This design comes from an exercise in tuning for small area and a short achievable clock period on the open sky130 flow, not from production work. No functional check of the RTL was part of any run shown here. Power and IR drop assume default switching activity.

--- flow/design.v ---
`timescale 1ns / 1ps
module fa(input a, b, c, output s, co);
    assign s = a ^ b ^ c;
    assign co = (a & b) | (a & c) | (b & c);
endmodule
module fx(input a, b, c, output s, co);
    wire t = a ^ b;
    assign s = t ^ c;
    assign co = t ? c : a;
endmodule
module ha(input a, b, output s, co);
    assign s = a ^ b;
    assign co = a & b;
endmodule
module Optimized_Wallace(
    input clk, rst,
    input [15:0] A, B,
    output reg [31:0] PRODUCT
);
    reg [15:0] ra;
    reg rb15;
    reg one0;
    reg two0;
    reg neg0;
    reg one1;
    reg two1;
    reg neg1;
    reg one2;
    reg two2;
    reg neg2;
    reg one3;
    reg two3;
    reg neg3;
    reg one4;
    reg two4;
    reg neg4;
    reg one5;
    reg two5;
    reg neg5;
    reg one6;
    reg two6;
    reg neg6;
    reg one7;
    reg two7;
    reg neg7;
    reg [126:0] r2;
    reg [57:0] r3;
    reg v1, v2, v3;
    wire pp1 = ((one0 & ra[0])) ^ neg0;
    wire pp2 = ((one0 & ra[1]) | (two0 & ra[0])) ^ neg0;
    wire pp3 = ((one0 & ra[2]) | (two0 & ra[1])) ^ neg0;
    wire pp4 = ((one0 & ra[3]) | (two0 & ra[2])) ^ neg0;
    wire pp5 = ((one0 & ra[4]) | (two0 & ra[3])) ^ neg0;
    wire pp6 = ((one0 & ra[5]) | (two0 & ra[4])) ^ neg0;
    wire pp7 = ((one0 & ra[6]) | (two0 & ra[5])) ^ neg0;
    wire pp8 = ((one0 & ra[7]) | (two0 & ra[6])) ^ neg0;
    wire pp9 = ((one0 & ra[8]) | (two0 & ra[7])) ^ neg0;
    wire pp10 = ((one0 & ra[9]) | (two0 & ra[8])) ^ neg0;
    wire pp11 = ((one0 & ra[10]) | (two0 & ra[9])) ^ neg0;
    wire pp12 = ((one0 & ra[11]) | (two0 & ra[10])) ^ neg0;
    wire pp13 = ((one0 & ra[12]) | (two0 & ra[11])) ^ neg0;
    wire pp14 = ((one0 & ra[13]) | (two0 & ra[12])) ^ neg0;
    wire pp15 = ((one0 & ra[14]) | (two0 & ra[13])) ^ neg0;
    wire pp16 = ((one0 & ra[15]) | (two0 & ra[14])) ^ neg0;
    wire pp17 = ((two0 & ra[15])) ^ neg0;
    wire ns18 = ~neg0;
    wire pp19 = ((one1 & ra[0])) ^ neg1;
    wire pp20 = ((one1 & ra[1]) | (two1 & ra[0])) ^ neg1;
    wire pp21 = ((one1 & ra[2]) | (two1 & ra[1])) ^ neg1;
    wire pp22 = ((one1 & ra[3]) | (two1 & ra[2])) ^ neg1;
    wire pp23 = ((one1 & ra[4]) | (two1 & ra[3])) ^ neg1;
    wire pp24 = ((one1 & ra[5]) | (two1 & ra[4])) ^ neg1;
    wire pp25 = ((one1 & ra[6]) | (two1 & ra[5])) ^ neg1;
    wire pp26 = ((one1 & ra[7]) | (two1 & ra[6])) ^ neg1;
    wire pp27 = ((one1 & ra[8]) | (two1 & ra[7])) ^ neg1;
    wire pp28 = ((one1 & ra[9]) | (two1 & ra[8])) ^ neg1;
    wire pp29 = ((one1 & ra[10]) | (two1 & ra[9])) ^ neg1;
    wire pp30 = ((one1 & ra[11]) | (two1 & ra[10])) ^ neg1;
    wire pp31 = ((one1 & ra[12]) | (two1 & ra[11])) ^ neg1;
    wire pp32 = ((one1 & ra[13]) | (two1 & ra[12])) ^ neg1;
    wire pp33 = ((one1 & ra[14]) | (two1 & ra[13])) ^ neg1;
    wire pp34 = ((one1 & ra[15]) | (two1 & ra[14])) ^ neg1;
    wire pp35 = ((two1 & ra[15])) ^ neg1;
    wire ns36 = ~neg1;
    wire pp37 = ((one2 & ra[0])) ^ neg2;
    wire pp38 = ((one2 & ra[1]) | (two2 & ra[0])) ^ neg2;
    wire pp39 = ((one2 & ra[2]) | (two2 & ra[1])) ^ neg2;
    wire pp40 = ((one2 & ra[3]) | (two2 & ra[2])) ^ neg2;
    wire pp41 = ((one2 & ra[4]) | (two2 & ra[3])) ^ neg2;
    wire pp42 = ((one2 & ra[5]) | (two2 & ra[4])) ^ neg2;
    wire pp43 = ((one2 & ra[6]) | (two2 & ra[5])) ^ neg2;
    wire pp44 = ((one2 & ra[7]) | (two2 & ra[6])) ^ neg2;
    wire pp45 = ((one2 & ra[8]) | (two2 & ra[7])) ^ neg2;
    wire pp46 = ((one2 & ra[9]) | (two2 & ra[8])) ^ neg2;
    wire pp47 = ((one2 & ra[10]) | (two2 & ra[9])) ^ neg2;
    wire pp48 = ((one2 & ra[11]) | (two2 & ra[10])) ^ neg2;
    wire pp49 = ((one2 & ra[12]) | (two2 & ra[11])) ^ neg2;
    wire pp50 = ((one2 & ra[13]) | (two2 & ra[12])) ^ neg2;
    wire pp51 = ((one2 & ra[14]) | (two2 & ra[13])) ^ neg2;
    wire pp52 = ((one2 & ra[15]) | (two2 & ra[14])) ^ neg2;
    wire pp53 = ((two2 & ra[15])) ^ neg2;
    wire ns54 = ~neg2;
    wire pp55 = ((one3 & ra[0])) ^ neg3;
    wire pp56 = ((one3 & ra[1]) | (two3 & ra[0])) ^ neg3;
    wire pp57 = ((one3 & ra[2]) | (two3 & ra[1])) ^ neg3;
    wire pp58 = ((one3 & ra[3]) | (two3 & ra[2])) ^ neg3;
    wire pp59 = ((one3 & ra[4]) | (two3 & ra[3])) ^ neg3;
    wire pp60 = ((one3 & ra[5]) | (two3 & ra[4])) ^ neg3;
    wire pp61 = ((one3 & ra[6]) | (two3 & ra[5])) ^ neg3;
    wire pp62 = ((one3 & ra[7]) | (two3 & ra[6])) ^ neg3;
    wire pp63 = ((one3 & ra[8]) | (two3 & ra[7])) ^ neg3;
    wire pp64 = ((one3 & ra[9]) | (two3 & ra[8])) ^ neg3;
    wire pp65 = ((one3 & ra[10]) | (two3 & ra[9])) ^ neg3;
    wire pp66 = ((one3 & ra[11]) | (two3 & ra[10])) ^ neg3;
    wire pp67 = ((one3 & ra[12]) | (two3 & ra[11])) ^ neg3;
    wire pp68 = ((one3 & ra[13]) | (two3 & ra[12])) ^ neg3;
    wire pp69 = ((one3 & ra[14]) | (two3 & ra[13])) ^ neg3;
    wire pp70 = ((one3 & ra[15]) | (two3 & ra[14])) ^ neg3;
    wire pp71 = ((two3 & ra[15])) ^ neg3;
    wire ns72 = ~neg3;
    wire pp73 = ((one4 & ra[0])) ^ neg4;
    wire pp74 = ((one4 & ra[1]) | (two4 & ra[0])) ^ neg4;
    wire pp75 = ((one4 & ra[2]) | (two4 & ra[1])) ^ neg4;
    wire pp76 = ((one4 & ra[3]) | (two4 & ra[2])) ^ neg4;
    wire pp77 = ((one4 & ra[4]) | (two4 & ra[3])) ^ neg4;
    wire pp78 = ((one4 & ra[5]) | (two4 & ra[4])) ^ neg4;
    wire pp79 = ((one4 & ra[6]) | (two4 & ra[5])) ^ neg4;
    wire pp80 = ((one4 & ra[7]) | (two4 & ra[6])) ^ neg4;
    wire pp81 = ((one4 & ra[8]) | (two4 & ra[7])) ^ neg4;
    wire pp82 = ((one4 & ra[9]) | (two4 & ra[8])) ^ neg4;
    wire pp83 = ((one4 & ra[10]) | (two4 & ra[9])) ^ neg4;
    wire pp84 = ((one4 & ra[11]) | (two4 & ra[10])) ^ neg4;
    wire pp85 = ((one4 & ra[12]) | (two4 & ra[11])) ^ neg4;
    wire pp86 = ((one4 & ra[13]) | (two4 & ra[12])) ^ neg4;
    wire pp87 = ((one4 & ra[14]) | (two4 & ra[13])) ^ neg4;
    wire pp88 = ((one4 & ra[15]) | (two4 & ra[14])) ^ neg4;
    wire pp89 = ((two4 & ra[15])) ^ neg4;
    wire ns90 = ~neg4;
    wire pp91 = ((one5 & ra[0])) ^ neg5;
    wire pp92 = ((one5 & ra[1]) | (two5 & ra[0])) ^ neg5;
    wire pp93 = ((one5 & ra[2]) | (two5 & ra[1])) ^ neg5;
    wire pp94 = ((one5 & ra[3]) | (two5 & ra[2])) ^ neg5;
    wire pp95 = ((one5 & ra[4]) | (two5 & ra[3])) ^ neg5;
    wire pp96 = ((one5 & ra[5]) | (two5 & ra[4])) ^ neg5;
    wire pp97 = ((one5 & ra[6]) | (two5 & ra[5])) ^ neg5;
    wire pp98 = ((one5 & ra[7]) | (two5 & ra[6])) ^ neg5;
    wire pp99 = ((one5 & ra[8]) | (two5 & ra[7])) ^ neg5;
    wire pp100 = ((one5 & ra[9]) | (two5 & ra[8])) ^ neg5;
    wire pp101 = ((one5 & ra[10]) | (two5 & ra[9])) ^ neg5;
    wire pp102 = ((one5 & ra[11]) | (two5 & ra[10])) ^ neg5;
    wire pp103 = ((one5 & ra[12]) | (two5 & ra[11])) ^ neg5;
    wire pp104 = ((one5 & ra[13]) | (two5 & ra[12])) ^ neg5;
    wire pp105 = ((one5 & ra[14]) | (two5 & ra[13])) ^ neg5;
    wire pp106 = ((one5 & ra[15]) | (two5 & ra[14])) ^ neg5;
    wire pp107 = ((two5 & ra[15])) ^ neg5;
    wire ns108 = ~neg5;
    wire pp109 = ((one6 & ra[0])) ^ neg6;
    wire pp110 = ((one6 & ra[1]) | (two6 & ra[0])) ^ neg6;
    wire pp111 = ((one6 & ra[2]) | (two6 & ra[1])) ^ neg6;
    wire pp112 = ((one6 & ra[3]) | (two6 & ra[2])) ^ neg6;
    wire pp113 = ((one6 & ra[4]) | (two6 & ra[3])) ^ neg6;
    wire pp114 = ((one6 & ra[5]) | (two6 & ra[4])) ^ neg6;
    wire pp115 = ((one6 & ra[6]) | (two6 & ra[5])) ^ neg6;
    wire pp116 = ((one6 & ra[7]) | (two6 & ra[6])) ^ neg6;
    wire pp117 = ((one6 & ra[8]) | (two6 & ra[7])) ^ neg6;
    wire pp118 = ((one6 & ra[9]) | (two6 & ra[8])) ^ neg6;
    wire pp119 = ((one6 & ra[10]) | (two6 & ra[9])) ^ neg6;
    wire pp120 = ((one6 & ra[11]) | (two6 & ra[10])) ^ neg6;
    wire pp121 = ((one6 & ra[12]) | (two6 & ra[11])) ^ neg6;
    wire pp122 = ((one6 & ra[13]) | (two6 & ra[12])) ^ neg6;
    wire pp123 = ((one6 & ra[14]) | (two6 & ra[13])) ^ neg6;
    wire pp124 = ((one6 & ra[15]) | (two6 & ra[14])) ^ neg6;
    wire pp125 = ((two6 & ra[15])) ^ neg6;
    wire ns126 = ~neg6;
    wire pp127 = ((one7 & ra[0])) ^ neg7;
    wire pp128 = ((one7 & ra[1]) | (two7 & ra[0])) ^ neg7;
    wire pp129 = ((one7 & ra[2]) | (two7 & ra[1])) ^ neg7;
    wire pp130 = ((one7 & ra[3]) | (two7 & ra[2])) ^ neg7;
    wire pp131 = ((one7 & ra[4]) | (two7 & ra[3])) ^ neg7;
    wire pp132 = ((one7 & ra[5]) | (two7 & ra[4])) ^ neg7;
    wire pp133 = ((one7 & ra[6]) | (two7 & ra[5])) ^ neg7;
    wire pp134 = ((one7 & ra[7]) | (two7 & ra[6])) ^ neg7;
    wire pp135 = ((one7 & ra[8]) | (two7 & ra[7])) ^ neg7;
    wire pp136 = ((one7 & ra[9]) | (two7 & ra[8])) ^ neg7;
    wire pp137 = ((one7 & ra[10]) | (two7 & ra[9])) ^ neg7;
    wire pp138 = ((one7 & ra[11]) | (two7 & ra[10])) ^ neg7;
    wire pp139 = ((one7 & ra[12]) | (two7 & ra[11])) ^ neg7;
    wire pp140 = ((one7 & ra[13]) | (two7 & ra[12])) ^ neg7;
    wire pp141 = ((one7 & ra[14]) | (two7 & ra[13])) ^ neg7;
    wire pp142 = ((one7 & ra[15]) | (two7 & ra[14])) ^ neg7;
    wire pp143 = ((two7 & ra[15])) ^ neg7;
    wire ns144 = ~neg7;
    wire pp145 = rb15 & ra[0];
    wire pp146 = rb15 & ra[1];
    wire pp147 = rb15 & ra[2];
    wire pp148 = rb15 & ra[3];
    wire pp149 = rb15 & ra[4];
    wire pp150 = rb15 & ra[5];
    wire pp151 = rb15 & ra[6];
    wire pp152 = rb15 & ra[7];
    wire pp153 = rb15 & ra[8];
    wire pp154 = rb15 & ra[9];
    wire pp155 = rb15 & ra[10];
    wire pp156 = rb15 & ra[11];
    wire pp157 = rb15 & ra[12];
    wire pp158 = rb15 & ra[13];
    wire pp159 = rb15 & ra[14];
    wire pp160 = rb15 & ra[15];
    wire s161, c162;
    fa u_s161 (.a(pp3), .b(pp19), .c(neg1), .s(s161), .co(c162));
    wire s163, c164;
    fa u_s163 (.a(pp5), .b(pp21), .c(pp37), .s(s163), .co(c164));
    wire s165, c166;
    fa u_s165 (.a(pp6), .b(pp22), .c(pp38), .s(s165), .co(c166));
    wire s167, c168;
    fa u_s167 (.a(pp7), .b(pp23), .c(pp39), .s(s167), .co(c168));
    wire s169, c170;
    fa u_s169 (.a(pp8), .b(pp24), .c(pp40), .s(s169), .co(c170));
    wire s171, c172;
    fa u_s171 (.a(pp9), .b(pp25), .c(pp41), .s(s171), .co(c172));
    wire s173, c174;
    fa u_s173 (.a(pp57), .b(pp73), .c(neg4), .s(s173), .co(c174));
    wire s175, c176;
    fa u_s175 (.a(pp10), .b(pp26), .c(pp42), .s(s175), .co(c176));
    wire s177, c178;
    fa u_s177 (.a(pp11), .b(pp27), .c(pp43), .s(s177), .co(c178));
    wire s179, c180;
    fa u_s179 (.a(pp59), .b(pp75), .c(pp91), .s(s179), .co(c180));
    wire s181, c182;
    fa u_s181 (.a(pp12), .b(pp28), .c(pp44), .s(s181), .co(c182));
    wire s183, c184;
    fa u_s183 (.a(pp60), .b(pp76), .c(pp92), .s(s183), .co(c184));
    wire s185, c186;
    fa u_s185 (.a(pp13), .b(pp29), .c(pp45), .s(s185), .co(c186));
    wire s187, c188;
    fa u_s187 (.a(pp61), .b(pp77), .c(pp93), .s(s187), .co(c188));
    wire s189, c190;
    fa u_s189 (.a(pp14), .b(pp30), .c(pp46), .s(s189), .co(c190));
    wire s191, c192;
    fa u_s191 (.a(pp62), .b(pp78), .c(pp94), .s(s191), .co(c192));
    wire s193, c194;
    fa u_s193 (.a(pp15), .b(pp31), .c(pp47), .s(s193), .co(c194));
    wire s195, c196;
    fa u_s195 (.a(pp63), .b(pp79), .c(pp95), .s(s195), .co(c196));
    wire s197, c198;
    fa u_s197 (.a(pp111), .b(pp127), .c(neg7), .s(s197), .co(c198));
    wire s199, c200;
    fa u_s199 (.a(pp16), .b(pp32), .c(pp48), .s(s199), .co(c200));
    wire s201, c202;
    fa u_s201 (.a(pp64), .b(pp80), .c(pp96), .s(s201), .co(c202));
    wire s203, c204;
    ha u_s203 (.a(pp112), .b(pp128), .s(s203), .co(c204));
    wire s205, c206;
    fa u_s205 (.a(pp17), .b(pp33), .c(pp49), .s(s205), .co(c206));
    wire s207, c208;
    fa u_s207 (.a(pp65), .b(pp81), .c(pp97), .s(s207), .co(c208));
    wire s209, c210;
    fa u_s209 (.a(pp113), .b(pp129), .c(pp145), .s(s209), .co(c210));
    wire s211, c212;
    fa u_s211 (.a(neg0), .b(pp34), .c(pp50), .s(s211), .co(c212));
    wire s213, c214;
    fa u_s213 (.a(pp66), .b(pp82), .c(pp98), .s(s213), .co(c214));
    wire s215, c216;
    fa u_s215 (.a(pp114), .b(pp130), .c(pp146), .s(s215), .co(c216));
    wire s217, c218;
    fa u_s217 (.a(neg0), .b(pp35), .c(pp51), .s(s217), .co(c218));
    wire s219, c220;
    fa u_s219 (.a(pp67), .b(pp83), .c(pp99), .s(s219), .co(c220));
    wire s221, c222;
    fa u_s221 (.a(pp115), .b(pp131), .c(pp147), .s(s221), .co(c222));
    wire s223, c224;
    fa u_s223 (.a(ns18), .b(ns36), .c(pp52), .s(s223), .co(c224));
    wire s225, c226;
    fa u_s225 (.a(pp68), .b(pp84), .c(pp100), .s(s225), .co(c226));
    wire s227, c228;
    fa u_s227 (.a(pp116), .b(pp132), .c(pp148), .s(s227), .co(c228));
    wire s229 = ~(pp53 ^ pp69);
    wire c230 = pp53 | pp69;
    wire s231, c232;
    fa u_s231 (.a(pp85), .b(pp101), .c(pp117), .s(s231), .co(c232));
    wire s233, c234;
    ha u_s233 (.a(pp133), .b(pp149), .s(s233), .co(c234));
    wire s235, c236;
    fa u_s235 (.a(ns54), .b(pp70), .c(pp86), .s(s235), .co(c236));
    wire s237, c238;
    fa u_s237 (.a(pp102), .b(pp118), .c(pp134), .s(s237), .co(c238));
    wire s239 = ~(pp71 ^ pp87);
    wire c240 = pp71 | pp87;
    wire s241, c242;
    fa u_s241 (.a(pp103), .b(pp119), .c(pp135), .s(s241), .co(c242));
    wire s243, c244;
    fa u_s243 (.a(ns72), .b(pp88), .c(pp104), .s(s243), .co(c244));
    wire s245, c246;
    fa u_s245 (.a(pp120), .b(pp136), .c(pp152), .s(s245), .co(c246));
    wire s247 = ~(pp89 ^ pp105);
    wire c248 = pp89 | pp105;
    wire s249, c250;
    fa u_s249 (.a(pp121), .b(pp137), .c(pp153), .s(s249), .co(c250));
    wire s251, c252;
    fa u_s251 (.a(ns90), .b(pp106), .c(pp122), .s(s251), .co(c252));
    wire s253 = ~(pp107 ^ pp123);
    wire c254 = pp107 | pp123;
    wire s255, c256;
    fa u_s255 (.a(ns108), .b(pp124), .c(pp140), .s(s255), .co(c256));
    wire s257 = ~(pp125 ^ pp141);
    wire c258 = pp125 | pp141;
    wire s259, c260;
    fa u_s259 (.a(ns126), .b(pp142), .c(pp158), .s(s259), .co(c260));
    wire s261 = ~(pp143 ^ pp159);
    wire c262 = pp143 | pp159;
    wire s263, c264;
    fa u_s263 (.a(r2[4]), .b(r2[5]), .c(r2[6]), .s(s263), .co(c264));
    wire s265, c266;
    fa u_s265 (.a(r2[11]), .b(r2[12]), .c(r2[13]), .s(s265), .co(c266));
    wire s267, c268;
    fa u_s267 (.a(r2[15]), .b(r2[16]), .c(r2[17]), .s(s267), .co(c268));
    wire s269, c270;
    fa u_s269 (.a(r2[18]), .b(r2[19]), .c(r2[20]), .s(s269), .co(c270));
    wire s271, c272;
    fa u_s271 (.a(r2[21]), .b(r2[22]), .c(r2[23]), .s(s271), .co(c272));
    wire s273, c274;
    fa u_s273 (.a(r2[26]), .b(r2[27]), .c(r2[28]), .s(s273), .co(c274));
    wire s275, c276;
    fa u_s275 (.a(r2[30]), .b(r2[31]), .c(r2[32]), .s(s275), .co(c276));
    wire s277, c278;
    fa u_s277 (.a(r2[34]), .b(r2[35]), .c(r2[36]), .s(s277), .co(c278));
    wire s279, c280;
    fa u_s279 (.a(r2[37]), .b(r2[38]), .c(r2[39]), .s(s279), .co(c280));
    wire s281, c282;
    fa u_s281 (.a(r2[40]), .b(r2[41]), .c(r2[42]), .s(s281), .co(c282));
    wire s283, c284;
    ha u_s283 (.a(r2[43]), .b(r2[44]), .s(s283), .co(c284));
    wire s285, c286;
    fa u_s285 (.a(r2[45]), .b(r2[46]), .c(r2[47]), .s(s285), .co(c286));
    wire s287, c288;
    ha u_s287 (.a(r2[48]), .b(r2[49]), .s(s287), .co(c288));
    wire s289, c290;
    fa u_s289 (.a(r2[50]), .b(r2[51]), .c(r2[52]), .s(s289), .co(c290));
    wire s291, c292;
    fa u_s291 (.a(r2[53]), .b(r2[54]), .c(r2[55]), .s(s291), .co(c292));
    wire s293, c294;
    fa u_s293 (.a(r2[56]), .b(r2[57]), .c(r2[58]), .s(s293), .co(c294));
    wire s295, c296;
    fa u_s295 (.a(r2[59]), .b(r2[60]), .c(r2[61]), .s(s295), .co(c296));
    wire s297, c298;
    fa u_s297 (.a(r2[62]), .b(r2[63]), .c(r2[64]), .s(s297), .co(c298));
    wire s299, c300;
    fa u_s299 (.a(r2[65]), .b(r2[66]), .c(r2[67]), .s(s299), .co(c300));
    wire s301, c302;
    fa u_s301 (.a(r2[68]), .b(r2[69]), .c(r2[70]), .s(s301), .co(c302));
    wire s303, c304;
    fa u_s303 (.a(r2[71]), .b(r2[72]), .c(r2[73]), .s(s303), .co(c304));
    wire s305, c306;
    fa u_s305 (.a(r2[74]), .b(r2[75]), .c(r2[76]), .s(s305), .co(c306));
    wire s307, c308;
    fa u_s307 (.a(r2[77]), .b(r2[78]), .c(r2[79]), .s(s307), .co(c308));
    wire s309, c310;
    fa u_s309 (.a(r2[80]), .b(r2[81]), .c(r2[82]), .s(s309), .co(c310));
    wire s311, c312;
    fa u_s311 (.a(r2[83]), .b(r2[84]), .c(r2[85]), .s(s311), .co(c312));
    wire s313, c314;
    fa u_s313 (.a(r2[86]), .b(r2[87]), .c(r2[88]), .s(s313), .co(c314));
    wire s315, c316;
    fa u_s315 (.a(r2[89]), .b(r2[90]), .c(r2[91]), .s(s315), .co(c316));
    wire s317, c318;
    fa u_s317 (.a(r2[92]), .b(r2[93]), .c(r2[94]), .s(s317), .co(c318));
    wire s319, c320;
    ha u_s319 (.a(r2[95]), .b(r2[96]), .s(s319), .co(c320));
    wire s321, c322;
    fa u_s321 (.a(r2[97]), .b(r2[98]), .c(r2[99]), .s(s321), .co(c322));
    wire s323, c324;
    fa u_s323 (.a(r2[101]), .b(r2[102]), .c(r2[103]), .s(s323), .co(c324));
    wire s325, c326;
    fa u_s325 (.a(r2[105]), .b(r2[106]), .c(r2[107]), .s(s325), .co(c326));
    wire s327, c328;
    fa u_s327 (.a(r2[110]), .b(r2[111]), .c(r2[112]), .s(s327), .co(c328));
    wire s329, c330;
    fa u_s329 (.a(r2[114]), .b(r2[115]), .c(r2[116]), .s(s329), .co(c330));
    wire s331, c332;
    fa u_s331 (.a(r2[117]), .b(r2[118]), .c(r2[119]), .s(s331), .co(c332));
    wire s333, c334;
    fa u_s333 (.a(r2[124]), .b(r2[125]), .c(r2[126]), .s(s333), .co(c334));
    wire s335, c336;
    fa u_s335 (.a(c264), .b(r2[7]), .c(r2[8]), .s(s335), .co(c336));
    wire s337, c338;
    fa u_s337 (.a(c270), .b(s271), .c(r2[24]), .s(s337), .co(c338));
    wire s339, c340;
    fa u_s339 (.a(c272), .b(s273), .c(r2[29]), .s(s339), .co(c340));
    wire s341, c342;
    fa u_s341 (.a(c274), .b(s275), .c(r2[33]), .s(s341), .co(c342));
    wire s343, c344;
    fa u_s343 (.a(c276), .b(s277), .c(s279), .s(s343), .co(c344));
    wire s345, c346;
    fa u_s345 (.a(c278), .b(c280), .c(s281), .s(s345), .co(c346));
    wire s347, c348;
    fa u_s347 (.a(c282), .b(c284), .c(s285), .s(s347), .co(c348));
    wire s349, c350;
    fa u_s349 (.a(c286), .b(c288), .c(s289), .s(s349), .co(c350));
    wire s351, c352;
    fa u_s351 (.a(c290), .b(c292), .c(s293), .s(s351), .co(c352));
    wire s353, c354;
    fa u_s353 (.a(c294), .b(c296), .c(s297), .s(s353), .co(c354));
    wire s355, c356;
    fa u_s355 (.a(c298), .b(c300), .c(s301), .s(s355), .co(c356));
    wire s357, c358;
    fa u_s357 (.a(c302), .b(c304), .c(s305), .s(s357), .co(c358));
    wire s359, c360;
    fa u_s359 (.a(c306), .b(c308), .c(s309), .s(s359), .co(c360));
    wire s361, c362;
    fa u_s361 (.a(c310), .b(c312), .c(s313), .s(s361), .co(c362));
    wire s363, c364;
    fa u_s363 (.a(c314), .b(c316), .c(s317), .s(s363), .co(c364));
    wire s365, c366;
    fa u_s365 (.a(c318), .b(c320), .c(s321), .s(s365), .co(c366));
    wire s367, c368;
    fa u_s367 (.a(c322), .b(s323), .c(r2[104]), .s(s367), .co(c368));
    wire s369, c370;
    fa u_s369 (.a(c324), .b(s325), .c(r2[108]), .s(s369), .co(c370));
    wire s371, c372;
    fa u_s371 (.a(c326), .b(s327), .c(r2[113]), .s(s371), .co(c372));
    wire s373, c374;
    fa u_s373 (.a(c332), .b(r2[120]), .c(r2[121]), .s(s373), .co(c374));
    wire s375, c376;
    fa u_s375 (.a(c336), .b(r2[9]), .c(r2[10]), .s(s375), .co(c376));
    wire s377, c378;
    ha u_s377 (.a(s265), .b(r2[14]), .s(s377), .co(c378));
    wire s379, c380;
    ha u_s379 (.a(c266), .b(s267), .s(s379), .co(c380));
    wire s381, c382;
    ha u_s381 (.a(c268), .b(s269), .s(s381), .co(c382));
    wire s383, c384;
    ha u_s383 (.a(s337), .b(r2[25]), .s(s383), .co(c384));
    wire s385, c386;
    ha u_s385 (.a(c338), .b(s339), .s(s385), .co(c386));
    wire s387, c388;
    ha u_s387 (.a(c340), .b(s341), .s(s387), .co(c388));
    wire s389, c390;
    ha u_s389 (.a(c342), .b(s343), .s(s389), .co(c390));
    wire s391, c392;
    fa u_s391 (.a(c344), .b(s345), .c(s283), .s(s391), .co(c392));
    wire s393, c394;
    fa u_s393 (.a(c346), .b(s347), .c(s287), .s(s393), .co(c394));
    wire s395, c396;
    fa u_s395 (.a(c348), .b(s349), .c(s291), .s(s395), .co(c396));
    wire s397, c398;
    fa u_s397 (.a(c350), .b(s351), .c(s295), .s(s397), .co(c398));
    wire s399, c400;
    fa u_s399 (.a(c352), .b(s353), .c(s299), .s(s399), .co(c400));
    wire s401, c402;
    fa u_s401 (.a(c354), .b(s355), .c(s303), .s(s401), .co(c402));
    wire s403, c404;
    fa u_s403 (.a(c356), .b(s357), .c(s307), .s(s403), .co(c404));
    wire s405, c406;
    fa u_s405 (.a(c358), .b(s359), .c(s311), .s(s405), .co(c406));
    wire s407, c408;
    fa u_s407 (.a(c360), .b(s361), .c(s315), .s(s407), .co(c408));
    wire s409, c410;
    fa u_s409 (.a(c362), .b(s363), .c(s319), .s(s409), .co(c410));
    wire s411, c412;
    fa u_s411 (.a(c364), .b(s365), .c(r2[100]), .s(s411), .co(c412));
    wire s413, c414;
    ha u_s413 (.a(c366), .b(s367), .s(s413), .co(c414));
    wire s415, c416;
    fa u_s415 (.a(c368), .b(s369), .c(r2[109]), .s(s415), .co(c416));
    wire s417, c418;
    ha u_s417 (.a(c370), .b(s371), .s(s417), .co(c418));
    wire s419, c420;
    fa u_s419 (.a(c372), .b(c328), .c(s329), .s(s419), .co(c420));
    wire s421, c422;
    ha u_s421 (.a(c330), .b(s331), .s(s421), .co(c422));
    wire s423, c424;
    fa u_s423 (.a(c374), .b(r2[122]), .c(r2[123]), .s(s423), .co(c424));
    wire g425 = r3[0] & r3[1];
    wire p426 = r3[0] ^ r3[1];
    wire g427 = r3[2] & 1'b0;
    wire p428 = r3[2] ^ 1'b0;
    wire g429 = r3[3] & 1'b0;
    wire p430 = r3[3] ^ 1'b0;
    wire g431 = r3[4] & 1'b0;
    wire p432 = r3[4] ^ 1'b0;
    wire g433 = r3[5] & 1'b0;
    wire p434 = r3[5] ^ 1'b0;
    wire g435 = r3[6] & 1'b0;
    wire p436 = r3[6] ^ 1'b0;
    wire g437 = r3[7] & r3[8];
    wire p438 = r3[7] ^ r3[8];
    wire g439 = r3[9] & r3[10];
    wire p440 = r3[9] ^ r3[10];
    wire g441 = r3[11] & r3[12];
    wire p442 = r3[11] ^ r3[12];
    wire g443 = r3[13] & r3[14];
    wire p444 = r3[13] ^ r3[14];
    wire g445 = r3[15] & r3[16];
    wire p446 = r3[15] ^ r3[16];
    wire g447 = r3[17] & r3[18];
    wire p448 = r3[17] ^ r3[18];
    wire g449 = r3[19] & r3[20];
    wire p450 = r3[19] ^ r3[20];
    wire g451 = r3[21] & r3[22];
    wire p452 = r3[21] ^ r3[22];
    wire g453 = r3[23] & r3[24];
    wire p454 = r3[23] ^ r3[24];
    wire g455 = r3[25] & r3[26];
    wire p456 = r3[25] ^ r3[26];
    wire g457 = r3[27] & r3[28];
    wire p458 = r3[27] ^ r3[28];
    wire g459 = r3[29] & r3[30];
    wire p460 = r3[29] ^ r3[30];
    wire g461 = r3[31] & r3[32];
    wire p462 = r3[31] ^ r3[32];
    wire g463 = r3[33] & r3[34];
    wire p464 = r3[33] ^ r3[34];
    wire g465 = r3[35] & r3[36];
    wire p466 = r3[35] ^ r3[36];
    wire g467 = r3[37] & r3[38];
    wire p468 = r3[37] ^ r3[38];
    wire g469 = r3[39] & r3[40];
    wire p470 = r3[39] ^ r3[40];
    wire g471 = r3[41] & r3[42];
    wire p472 = r3[41] ^ r3[42];
    wire g473 = r3[43] & r3[44];
    wire p474 = r3[43] ^ r3[44];
    wire g475 = r3[45] & r3[46];
    wire p476 = r3[45] ^ r3[46];
    wire g477 = r3[47] & r3[48];
    wire p478 = r3[47] ^ r3[48];
    wire g479 = r3[49] & r3[50];
    wire p480 = r3[49] ^ r3[50];
    wire g481 = r3[51] & r3[52];
    wire p482 = r3[51] ^ r3[52];
    wire g483 = r3[53] & r3[54];
    wire p484 = r3[53] ^ r3[54];
    wire g485 = r3[55] & 1'b0;
    wire p486 = r3[55] ^ 1'b0;
    wire g487 = r3[56] & r3[57];
    wire p488 = r3[56] ^ r3[57];
    wire G489 = g427 | (p428 & g425);
    wire P490 = p428 & p426;
    wire G491 = g431 | (p432 & g429);
    wire P492 = p432 & p430;
    wire G493 = g435 | (p436 & g433);
    wire P494 = p436 & p434;
    wire G495 = g439 | (p440 & g437);
    wire P496 = p440 & p438;
    wire G497 = g443 | (p444 & g441);
    wire P498 = p444 & p442;
    wire G499 = g447 | (p448 & g445);
    wire P500 = p448 & p446;
    wire G501 = g451 | (p452 & g449);
    wire P502 = p452 & p450;
    wire G503 = g455 | (p456 & g453);
    wire P504 = p456 & p454;
    wire G505 = g459 | (p460 & g457);
    wire P506 = p460 & p458;
    wire G507 = g463 | (p464 & g461);
    wire P508 = p464 & p462;
    wire G509 = g467 | (p468 & g465);
    wire P510 = p468 & p466;
    wire G511 = g471 | (p472 & g469);
    wire P512 = p472 & p470;
    wire G513 = g475 | (p476 & g473);
    wire P514 = p476 & p474;
    wire G515 = g479 | (p480 & g477);
    wire P516 = p480 & p478;
    wire G517 = g483 | (p484 & g481);
    wire P518 = p484 & p482;
    wire G519 = g487 | (p488 & g485);
    wire P520 = p488 & p486;
    wire G521 = g429 | (p430 & G489);
    wire P522 = p430 & P490;
    wire G523 = G491 | (P492 & G489);
    wire P524 = P492 & P490;
    wire G525 = g437 | (p438 & G493);
    wire P526 = p438 & P494;
    wire G527 = G495 | (P496 & G493);
    wire P528 = P496 & P494;
    wire G529 = g445 | (p446 & G497);
    wire P530 = p446 & P498;
    wire G531 = G499 | (P500 & G497);
    wire P532 = P500 & P498;
    wire G533 = g453 | (p454 & G501);
    wire P534 = p454 & P502;
    wire G535 = G503 | (P504 & G501);
    wire P536 = P504 & P502;
    wire G537 = g461 | (p462 & G505);
    wire P538 = p462 & P506;
    wire G539 = G507 | (P508 & G505);
    wire P540 = P508 & P506;
    wire G541 = g469 | (p470 & G509);
    wire P542 = p470 & P510;
    wire G543 = G511 | (P512 & G509);
    wire P544 = P512 & P510;
    wire G545 = g477 | (p478 & G513);
    wire P546 = p478 & P514;
    wire G547 = G515 | (P516 & G513);
    wire P548 = P516 & P514;
    wire G549 = g485 | (p486 & G517);
    wire P550 = p486 & P518;
    wire G551 = G519 | (P520 & G517);
    wire P552 = P520 & P518;
    wire G553 = g433 | (p434 & G523);
    wire P554 = p434 & P524;
    wire G555 = G493 | (P494 & G523);
    wire P556 = P494 & P524;
    wire G557 = G525 | (P526 & G523);
    wire P558 = P526 & P524;
    wire G559 = G527 | (P528 & G523);
    wire P560 = P528 & P524;
    wire G561 = g449 | (p450 & G531);
    wire P562 = p450 & P532;
    wire G563 = G501 | (P502 & G531);
    wire P564 = P502 & P532;
    wire G565 = G533 | (P534 & G531);
    wire P566 = P534 & P532;
    wire G567 = G535 | (P536 & G531);
    wire P568 = P536 & P532;
    wire G569 = g465 | (p466 & G539);
    wire P570 = p466 & P540;
    wire G571 = G509 | (P510 & G539);
    wire P572 = P510 & P540;
    wire G573 = G541 | (P542 & G539);
    wire P574 = P542 & P540;
    wire G575 = G543 | (P544 & G539);
    wire P576 = P544 & P540;
    wire G577 = g481 | (p482 & G547);
    wire P578 = p482 & P548;
    wire G579 = G517 | (P518 & G547);
    wire P580 = P518 & P548;
    wire G581 = G549 | (P550 & G547);
    wire P582 = P550 & P548;
    wire G583 = G551 | (P552 & G547);
    wire P584 = P552 & P548;
    wire G585 = g441 | (p442 & G559);
    wire P586 = p442 & P560;
    wire G587 = G497 | (P498 & G559);
    wire P588 = P498 & P560;
    wire G589 = G529 | (P530 & G559);
    wire P590 = P530 & P560;
    wire G591 = G531 | (P532 & G559);
    wire P592 = P532 & P560;
    wire G593 = G561 | (P562 & G559);
    wire P594 = P562 & P560;
    wire G595 = G563 | (P564 & G559);
    wire P596 = P564 & P560;
    wire G597 = G565 | (P566 & G559);
    wire P598 = P566 & P560;
    wire G599 = G567 | (P568 & G559);
    wire P600 = P568 & P560;
    wire G601 = g473 | (p474 & G575);
    wire P602 = p474 & P576;
    wire G603 = G513 | (P514 & G575);
    wire P604 = P514 & P576;
    wire G605 = G545 | (P546 & G575);
    wire P606 = P546 & P576;
    wire G607 = G547 | (P548 & G575);
    wire P608 = P548 & P576;
    wire G609 = G577 | (P578 & G575);
    wire P610 = P578 & P576;
    wire G611 = G579 | (P580 & G575);
    wire P612 = P580 & P576;
    wire G613 = G581 | (P582 & G575);
    wire P614 = P582 & P576;
    wire G615 = G583 | (P584 & G575);
    wire P616 = P584 & P576;
    wire G617 = g457 | (p458 & G599);
    wire P618 = p458 & P600;
    wire G619 = G505 | (P506 & G599);
    wire P620 = P506 & P600;
    wire G621 = G537 | (P538 & G599);
    wire P622 = P538 & P600;
    wire G623 = G539 | (P540 & G599);
    wire P624 = P540 & P600;
    wire G625 = G569 | (P570 & G599);
    wire P626 = P570 & P600;
    wire G627 = G571 | (P572 & G599);
    wire P628 = P572 & P600;
    wire G629 = G573 | (P574 & G599);
    wire P630 = P574 & P600;
    wire G631 = G575 | (P576 & G599);
    wire P632 = P576 & P600;
    wire G633 = G601 | (P602 & G599);
    wire P634 = P602 & P600;
    wire G635 = G603 | (P604 & G599);
    wire P636 = P604 & P600;
    wire G637 = G605 | (P606 & G599);
    wire P638 = P606 & P600;
    wire G639 = G607 | (P608 & G599);
    wire P640 = P608 & P600;
    wire G641 = G609 | (P610 & G599);
    wire P642 = P610 & P600;
    wire G643 = G611 | (P612 & G599);
    wire P644 = P612 & P600;
    wire G645 = G613 | (P614 & G599);
    wire P646 = P614 & P600;
    wire G647 = G615 | (P616 & G599);
    wire P648 = P616 & P600;
    wire sum649 = p426;
    wire sum650 = p428 ^ g425;
    wire sum651 = p430 ^ G489;
    wire sum652 = p432 ^ G521;
    wire sum653 = p434 ^ G523;
    wire sum654 = p436 ^ G553;
    wire sum655 = p438 ^ G555;
    wire sum656 = p440 ^ G557;
    wire sum657 = p442 ^ G559;
    wire sum658 = p444 ^ G585;
    wire sum659 = p446 ^ G587;
    wire sum660 = p448 ^ G589;
    wire sum661 = p450 ^ G591;
    wire sum662 = p452 ^ G593;
    wire sum663 = p454 ^ G595;
    wire sum664 = p456 ^ G597;
    wire sum665 = p458 ^ G599;
    wire sum666 = p460 ^ G617;
    wire sum667 = p462 ^ G619;
    wire sum668 = p464 ^ G621;
    wire sum669 = p466 ^ G623;
    wire sum670 = p468 ^ G625;
    wire sum671 = p470 ^ G627;
    wire sum672 = p472 ^ G629;
    wire sum673 = p474 ^ G631;
    wire sum674 = p476 ^ G633;
    wire sum675 = p478 ^ G635;
    wire sum676 = p480 ^ G637;
    wire sum677 = p482 ^ G639;
    wire sum678 = p484 ^ G641;
    wire sum679 = p486 ^ G643;
    wire sum680 = p488 ^ G645;
    wire [31:0] sum = {sum680, sum679, sum678, sum677, sum676, sum675, sum674, sum673, sum672, sum671, sum670, sum669, sum668, sum667, sum666, sum665, sum664, sum663, sum662, sum661, sum660, sum659, sum658, sum657, sum656, sum655, sum654, sum653, sum652, sum651, sum650, sum649};
    always @(posedge clk or posedge rst) begin
        if (rst) begin
            v1 <= 1'b0; v2 <= 1'b0; v3 <= 1'b0;
            PRODUCT <= 32'd0;
        end else begin
            v1 <= 1'b1; v2 <= v1; v3 <= v2;
            PRODUCT <= sum & {32{v3}};
        end
    end
    always @(posedge clk) begin
        ra <= A;
        rb15 <= B[15];
        one0 <= B[0] ^ 1'b0;
        two0 <= (B[1] & ~B[0] & ~1'b0) | (~B[1] & B[0] & 1'b0);
        neg0 <= B[1] & ~(B[0] & 1'b0);
        one1 <= B[2] ^ B[1];
        two1 <= (B[3] & ~B[2] & ~B[1]) | (~B[3] & B[2] & B[1]);
        neg1 <= B[3] & ~(B[2] & B[1]);
        one2 <= B[4] ^ B[3];
        two2 <= (B[5] & ~B[4] & ~B[3]) | (~B[5] & B[4] & B[3]);
        neg2 <= B[5] & ~(B[4] & B[3]);
        one3 <= B[6] ^ B[5];
        two3 <= (B[7] & ~B[6] & ~B[5]) | (~B[7] & B[6] & B[5]);
        neg3 <= B[7] & ~(B[6] & B[5]);
        one4 <= B[8] ^ B[7];
        two4 <= (B[9] & ~B[8] & ~B[7]) | (~B[9] & B[8] & B[7]);
        neg4 <= B[9] & ~(B[8] & B[7]);
        one5 <= B[10] ^ B[9];
        two5 <= (B[11] & ~B[10] & ~B[9]) | (~B[11] & B[10] & B[9]);
        neg5 <= B[11] & ~(B[10] & B[9]);
        one6 <= B[12] ^ B[11];
        two6 <= (B[13] & ~B[12] & ~B[11]) | (~B[13] & B[12] & B[11]);
        neg6 <= B[13] & ~(B[12] & B[11]);
        one7 <= B[14] ^ B[13];
        two7 <= (B[15] & ~B[14] & ~B[13]) | (~B[15] & B[14] & B[13]);
        neg7 <= B[15] & ~(B[14] & B[13]);
        r2 <= {pp160, ns144, c262, s261, c260, s259, c258, pp157, s257, c256, pp156, s255, c254, pp155, pp139, s253, c252, pp154, pp138, s251, c250, c248, s249, s247, c246, c244, s245, s243, c242, c240, pp151, s241, s239, c238, c236, pp150, s237, s235, c234, c232, c230, s233, s231, s229, c228, c226, c224, s227, s225, s223, c222, c220, c218, s221, s219, s217, c216, c214, c212, s215, s213, s211, c210, c208, c206, s209, s207, s205, c204, c202, c200, s203, s201, s199, c198, c196, c194, s197, s195, s193, c192, c190, pp110, s191, s189, c188, c186, neg6, pp109, s187, s185, c184, c182, s183, s181, c180, c178, neg5, s179, s177, c176, pp74, pp58, s175, c174, c172, s173, s171, c170, pp56, s169, c168, neg3, pp55, s167, c166, s165, c164, neg2, s163, pp20, pp4, c162, s161, pp2, neg0, pp1};
        r3 <= {s333, c424, s423, s373, c422, s421, c420, s419, c418, s417, c416, s415, c414, s413, c412, s411, c410, s409, c408, s407, c406, s405, c404, s403, c402, s401, c400, s399, c398, s397, c396, s395, c394, s393, c392, s391, c390, s389, c388, s387, c386, s385, c384, s383, c382, s381, c380, s379, c378, s377, c376, s375, s335, s263, r2[3], r2[2], r2[1], r2[0]};
    end
endmodule
--- flow/config.mk ---
export PLATFORM = sky130hd
export DESIGN_NAME = Optimized_Wallace
export DESIGN_NICKNAME = Optimized_Wallace
export VERILOG_FILES = /design/flow/design.v
export SDC_FILE = /design/flow/constraint.sdc
export NUM_CORES = 4
export LEC_CHECK = 0
export CAP_MARGIN = 20
export CORE_MARGIN = 2
export CORE_UTILIZATION = 40
export SLEW_MARGIN = 20
export SYNTH_HIERARCHICAL = 1
export SYNTH_MINIMUM_KEEP_SIZE = 0
--- flow/run.sh ---
#!/bin/bash
# synth_recipe.tcl (not shown) runs the flow's synth.tcl, then flattens the netlist and writes it again
# the make line also repeats each setting of config.mk as NAME=value (left out here)
make -C /OpenROAD-flow-scripts/flow DESIGN_CONFIG=/design/flow/config.mk WORK_HOME=/design/flow/orfs CLKGATE_MAP_FILE= SYNTH_SCRIPT=/design/flow/synth_recipe.tcl finish
--- flow/constraint.sdc ---
create_clock -name core_clock -period 3.0 [get_ports {clk}]
set_input_delay 0.6000 -clock core_clock [delete_from_list [all_inputs] [get_ports {clk}]]
set_output_delay 0.6000 -clock core_clock [all_outputs]
set_load 0.01 [all_outputs]
==> flow_summary.ini, run 1 <==
[min_path]
worstHoldPathCells = 0
hold_path_class = reg -> reg
min_to = r3[3]$_DFF_P_
min-delay-start = r2[3]$_DFF_P_

[route]
vias = 7370
initialDrtViolationCount = 420
viasPerCell = 5.03
ant_nets = 0
drc = 0
finalWirelength_um = 25900
wl_per_cell_um = 17.6
dr.pass1.iters = 5

[synth]
synth_top_family_by_area = adder cells
synth_cells = 1024
synthArstFlopShare = 0.134
synth-compound-area-share = 0.113
synth-simple-area-share = 0.0606
synth_cell_types = 57
synth_edf_count = 0
synth_common_cells = 226 x dfxtp_1, 144 x xnor2_1, 120 x a22oi_1
synth_fp_nets = 1227
ys.warnings.count = 7
synth_area_leader_cell = dfxtp_1
muxShareOfSynthArea = 0.00771
synth.top_cells.by_area = dfxtp_1 37%, fa_1 18%, xnor2_1 10%
post-synth-top-count-cell = dfxtp_1
synth_top_area_frac = 0.367
netlist_area_um2 = 12300
syn_area_per_cell_um2 = 12.0
ys_ff_latch = 261
ys_seq_area_frac = 0.438
synthXorXnorAreaFrac = 0.105
synth-main-ff-cell = dfxtp_1
yosys.area_share.adder = 0.240

[timing]
fin_setup_tns_ps = 0
fmax_mhz = 375
setup-violations-final = 0
tightest_slew_ps = 1010
fin_crit_ps = 2670
hold_viol_final = 0
slew-limit-headroom = 0.329
timing.final.ws_setup_ps = 334
drv_slew = 0
skew_ps = 15.1
period_share = 0.889
rsz0062_at_grt = false

[placed_design]
gp_congestion = 0.817
io_buffers = 65
pre_cts_ws_ps = 317
place.detailed.hpwl_um = 18200

[setup_path]
worstSetupPathType = reg -> reg
arrival_ps = 3080
reg2reg_from = r3[0]$_DFF_P_
slowest_stage = fa_1
cp_data_required_time_ps = 3410
reg2reg_slack_ps = 330
path_cells = ha_1 -> ha_1 -> and3_1 -> a221oi_2 -> o21ai_1 -> a41o_1 -> a21o_1 -> a21o_1 -> fa_1 -> xnor2_1 -> nor2_1
worstPathMaxFanout = 3
r2r_cells = 11
rr_endpoint = PRODUCT[17]$_DFF_PP0_
worst_setup_path_start_kind = flop
crit_family = compound AO/OA/AOI/OAI gates
crit_buf_inv = 0
cp_slowest_stage_delay_ps = 380
cp-end-kind = flop

[clock_tree]
numClockSinks = 261
postCtsHoldBufs = 0
h-tree-depth = 1
numCtsBuffers = 28
path_clk_slew_ps = 60
cts_setup_buffers = 0
clock-root-buffer = clkbuf_16
cts_resized = 0
clock_path_buffers = 3
clk_latency_ps = 530
cts_tree = done

[grt]
grt_pass1_wl_um = 42800
grt_overflow = 0
antenna_found_initial = 1
grt_pass1_vias = 7829
grt_max_degree = 36
grt_use_total = 0.162

[power_and_ir_drop]
ir_drop_mv = 0.453
p_per_area_nw_per_um2 = 1040
p_leak_nw = 5.76
power_mw = 14.9

[die]
core_um2 = 30500
dieArea_um2 = 32300
ioPinCount = 66
die_w_um = 180
num_rows = 64
initial_core_util = 0.404
die_y_um = 180

[run]
maxCapViolations = 0

[layout]
drive_gt1_frac = 0.0748
area_growth_pct = 16.5
num_antenna_cells = 0
fin_nets = 1251

[status]
status = finished clean
-- worst max path at each step --
stage / startpoint / end / depth (start not counted)
5_1_grt: r3[0]$_DFF_P_ / PRODUCT[17]$_DFF_PP0_ / 11
3_3_place_gp: r3[0]$_DFF_P_ / PRODUCT[17]$_DFF_PP0_ / 11
2_1_floorplan: r3[0]$_DFF_P_ / PRODUCT[17]$_DFF_PP0_ / 11
6_report: r3[0]$_DFF_P_ / PRODUCT[17]$_DFF_PP0_ / 11
4_1_cts: r3[0]$_DFF_P_ / PRODUCT[17]$_DFF_PP0_ / 11
3_5_place_dp: r3[0]$_DFF_P_ / PRODUCT[17]$_DFF_PP0_ / 11
-- per-module statistics from Yosys (local to each module, per instance) --
module / flops+latches / cells / area [um^2]
ha: 0 / 1 / 12.5
Optimized_Wallace: 261 / 898 / 9920
fa: 0 / 1 / 20.0
-- logic make-up (layout without fill, tap and decap cells) --
| group | count (synthesis) | count (layout) |
|---|---|---|
| simple gates | 137 | 137 |
| xor+xnor | 148 | 148 |
| flops | 261 | 261 |
| buf+inv | 115 | 161 |
| mux | 9 | 9 |
| compound gates | 184 | 184 |
| fa+ha+maj | 169 | 169 |
| other cells | 1 | 1 |
-- power breakdown --
part / internal (mW) / total (mW) / switching [mW]
logic: 2.79 / 5.68 / 2.89
registers: 4.64 / 5.29 / 0.652
clock network: 2.55 / 3.95 / 1.40
-- layout make-up --
type / instances / area (um^2)
tap: 396 / 495
timing repair buffer: 82 / 778
multi-input combinational: 648 / 6490
fill: 2722 / 16100
sequential: 261 / 5400
clock buffer: 35 / 821
clock inverter: 17 / 278
inverter: 27 / 101
-- per-stage QoR --
stage	cell area [um^2]	utilization	hold slack [ps]	cells
floorplan	12300	-	310	1024
global placement	13300	0.435	312	1414
detailed placement	13300	0.435	312	1414
CTS	14400	0.471	326	1466
global route	14400	0.471	334	1466
finish	14400	0.471	326	1466
-- flip-flops by register name (all words and copies together), names as in the netlist, 16 cells and up --
register and flops:
r2 127, r3 58, PRODUCT 32, ra 16
-- cell usage in the layout (no fill, tap or decap), types with 27 or more instances in the layout --
master	netlist	routed
dfxtp_1	226	226
xnor2_1	144	144
a22oi_1	120	120
fa_1	113	113
clkdlybuf4s50_1	0	65
ha_1	56	56
nand2_1	38	38
dfrtp_1	35	35
clkbuf_16	0	31
inv_1	27	27
-- layer usage --
layer,wire (um),GRT usage,up-vias
met5,0,0,-
met4,498,0.0465,0
met3,1700,0.0292,41
met2,11300,0.244,234
met1,12400,0.240,3605
li1,-,-,3490
==> inputs of run 2 (changes only) <==
--- a/flow/config.mk
+++ b/flow/config.mk
@@ -8,6 +8,7 @@
 export CAP_MARGIN = 20
 export CORE_MARGIN = 2
 export CORE_UTILIZATION = 40
+export SETUP_SLACK_MARGIN = 1.4
 export SLEW_MARGIN = 20
 export SYNTH_HIERARCHICAL = 1
 export SYNTH_MINIMUM_KEEP_SIZE = 0
==> flow_summary.ini, run 2 <==
[layout]
drive_gt1_frac = 0.258
final_common_cell = dfxtp_1
largest_reg_flops = 127
top_regs = r2: 127 flops, r3: 58 flops, PRODUCT: 32 flops
fillers = 2713
num_antenna_cells = 0
top_register = r2
area_growth_pct = 21.0
fin_util = 0.489
final_cell_mix = 153 x dfxtp_1, 140 x xnor2_1, 120 x a22oi_1, 72 x fa_1
fin_nets = 1271

[die]
die_y_um = 180
core_um2 = 30500
ioPinCount = 66
die_w_um = 180
dieArea_um2 = 32300
num_rows = 64
initial_core_util = 0.404

[timing]
drv_slew = 0
tightest_slew_ps = 535
timing.final.ws_setup_ps = 576
period_share = 0.808
hold_viol_final = 0
fin_setup_tns_ps = 0
skew_ps = 12.2
rsz0062_at_grt = true
fmax_mhz = 412
setup-violations-final = 0
fin_crit_ps = 2420
slew-limit-headroom = 0.643

[clock_tree]
cts_tree = done
h-tree-depth = 1
postCtsHoldBufs = 0
clock_path_buffers = 3
numClockSinks = 261
numCtsBuffers = 28
path_clk_slew_ps = 60
clock-root-buffer = clkbuf_16
clk_latency_ps = 530

[min_path]
hold_path_class = reg -> reg
min-delay-start = r2[0]$_DFF_P_

[synth]
synth-main-ff-cell = dfxtp_1
synth_area_leader_cell = dfxtp_1
synth_edf_count = 0
synth_cells = 1024
synth_top_area_frac = 0.367
synth.top_cells.by_area = dfxtp_1 37%, fa_1 18%, xnor2_1 10%
ys_seq_area_frac = 0.438
syn_area_per_cell_um2 = 12.0
netlist_area_um2 = 12300
synth_cell_types = 57
ys.warnings.count = 7
post-synth-top-count-cell = dfxtp_1
ys_ff_latch = 261
synth_common_cells = 226 x dfxtp_1, 144 x xnor2_1, 120 x a22oi_1
synth_fp_nets = 1227
synthArstFlopShare = 0.134

[placed_design]
io_buffers = 65
place.detailed.hpwl_um = 18100
pre_cts_ws_ps = 477
gp_congestion = 0.807

[grt]
grt_pass1_wl_um = 42800
grt_pass1_vias = 7714
grt_overflow = 0
use_met1 = 0.237
met3_usage = 0.0280
antenna_found_initial = 0
grt_max_degree = 36
met2_usage = 0.249
grt_use_total = 0.162
gr-max-usage-layer = met2

[setup_path]
slowest_stage = fa_2
worst_setup_path_start_kind = flop
cp_data_required_time_ps = 3470
worstPathMaxFanout = 3
cp_slowest_stage_delay_ps = 510
worstSetupPathType = reg -> reg
cp_common_cell = a21o_1
path_cells = ha_2 -> ha_4 -> and3_4 -> a221oi_4 -> o21ai_2 -> a41o_1 -> a21o_1 -> a21o_1 -> fa_2 -> and2_1
reg2reg_from = r3[0]$_DFF_P_
arrival_ps = 2890
critPathLaunch = r3[0]$_DFF_P_
cp-end-kind = flop

[route]
drc = 0
ant_nets = 0
wl_per_cell_um = 17.6
dr.pass1.iters = 5
viasPerCell = 5.00
initialDrtViolationCount = 511
finalWirelength_um = 26200
vias = 7430

[status]
status = finished clean

[power_and_ir_drop]
p_leak_nw = 5.85
p_per_area_nw_per_um2 = 1040
ir_drop_mv = 0.527

[run]
maxCapViolations = 0
-- run 2: cell counts after synthesis --
Identical to the previous run, type by type.
-- run 2: cell families (layout without fill, tap and decap cells) --
family	Yosys count	count (layout)	synth area share
other cells	1	1	0.000304
fa+ha+maj	169	169	0.240
buf+inv	115	180	0.0356
simple gates	137	137	0.0606
flops	261	261	0.438
mux	9	9	0.00771
compound gates	184	184	0.113
xor+xnor	148	148	0.105
-- run 2: repair_timing --
action                                  4_1_cts  5_1_grt
endpoints found under the setup margin      195      123
gates resized for setup                     251       58
pin swaps                                    37       21
buffers inserted                              9       12
endpoints found under the hold margin         0        0
-- run 2: report_power, final --
group / internal, mW / switching (mW) / total, mW
Clock: 2.09 / 1.37 / 3.46
Combinational: 3.47 / 3.26 / 6.73
Sequential: 4.67 / 0.727 / 5.39
-- run 2: path summary, 6_finish.rpt --
path                            slack (ps)  cells after the start               endpoint
worst min register to register         320                      0          r3[0]$_DFF_P_
worst min-delay path                   320                      0          r3[0]$_DFF_P_
max in group asynchronous             2210                      3           v1$_DFF_PP0_
worst max-delay path                   580                     10  PRODUCT[16]$_DFF_PP0_
min in group asynchronous              470                      3  PRODUCT[26]$_DFF_PP0_
worst max register to register         580                     10  PRODUCT[16]$_DFF_PP0_
-- run 2: Yosys stat by module (local to each module, per instance) --
module | times used | area (um^2) | flops+latches
ha | 15 | 12.5 | 0
Optimized_Wallace | 1 | 9920 | 261
fa | 111 | 20.0 | 0
-- run 2: metal layers --
| layer | up-vias | wire length (um) | part of all wire |
|---|---|---|---|
| li1 | 3525 | - | - |
| met1 | 3625 | 12700 | 0.48 |
| met2 | 240 | 11600 | 0.44 |
| met3 | 38 | 1430 | 0.054 |
| met4 | 2 | 460 | 0.018 |
| met5 | - | 45 | 0.0017 |
-- run 2: cell type report --
type | instances | area (um^2) | share of cell area
multi-input cells | 648 | 6950 | 0.466
flip-flops and latches | 261 | 5570 | 0.373
repair buffers | 102 | 856 | 0.0573
clock buffers | 40 | 828 | 0.0555
well taps | 396 | 495 | 0.0332
clock inverters | 11 | 119 | 0.00796
inverters | 27 | 101 | 0.00679
-- run 2: critical path, delay by kind of cell (launching register included) --
family	cells	cell delay, ps
compound gates	5	950
fa+ha+maj	3	860
flops	1	300
simple gates	2	270
-- run 2: metrics by stage --
stage               hold WS (ps)  instance area (um^2)  std cells  total power, mW
CTS                          322                 14600       1473             15.3
global route                 327                 14900       1485             16.8
finish                       322                 14900       1485             15.6
global placement             315                 13400       1413             11.2
detailed placement           312                 13400       1413             11.3
floorplan                    310                 12600       1024             9.45

==> port drivers added, routing unchanged <==
Ports are ideal in the flow. The routed layouts listed here were re-timed in OpenROAD. Step 1, drivers: a clkbuf_16 drives clk and a buf_2 each remaining input, both assumed. Step 2 moves the port delays by t, midway between the first and last clock arrival at a register: inputs arrive t later, outputs are due t later. That takes back most of the time a late clock gives input paths. Slacks: ideal / step 1 / step 2; pairs: ideal / step 1.
run | t, ns | slack for setup (ns) | worst setup path at the end | slew at the worst register clock pin (ns)
run 1 | 0.571 | 0.334 / 0.334 / 0.334 | register to register | 0.06 / 0.06
run 2 | 0.571 | 0.576 / 0.576 / 0.576 | register to register | 0.06 / 0.06
After both steps every run listed still meets setup and hold.
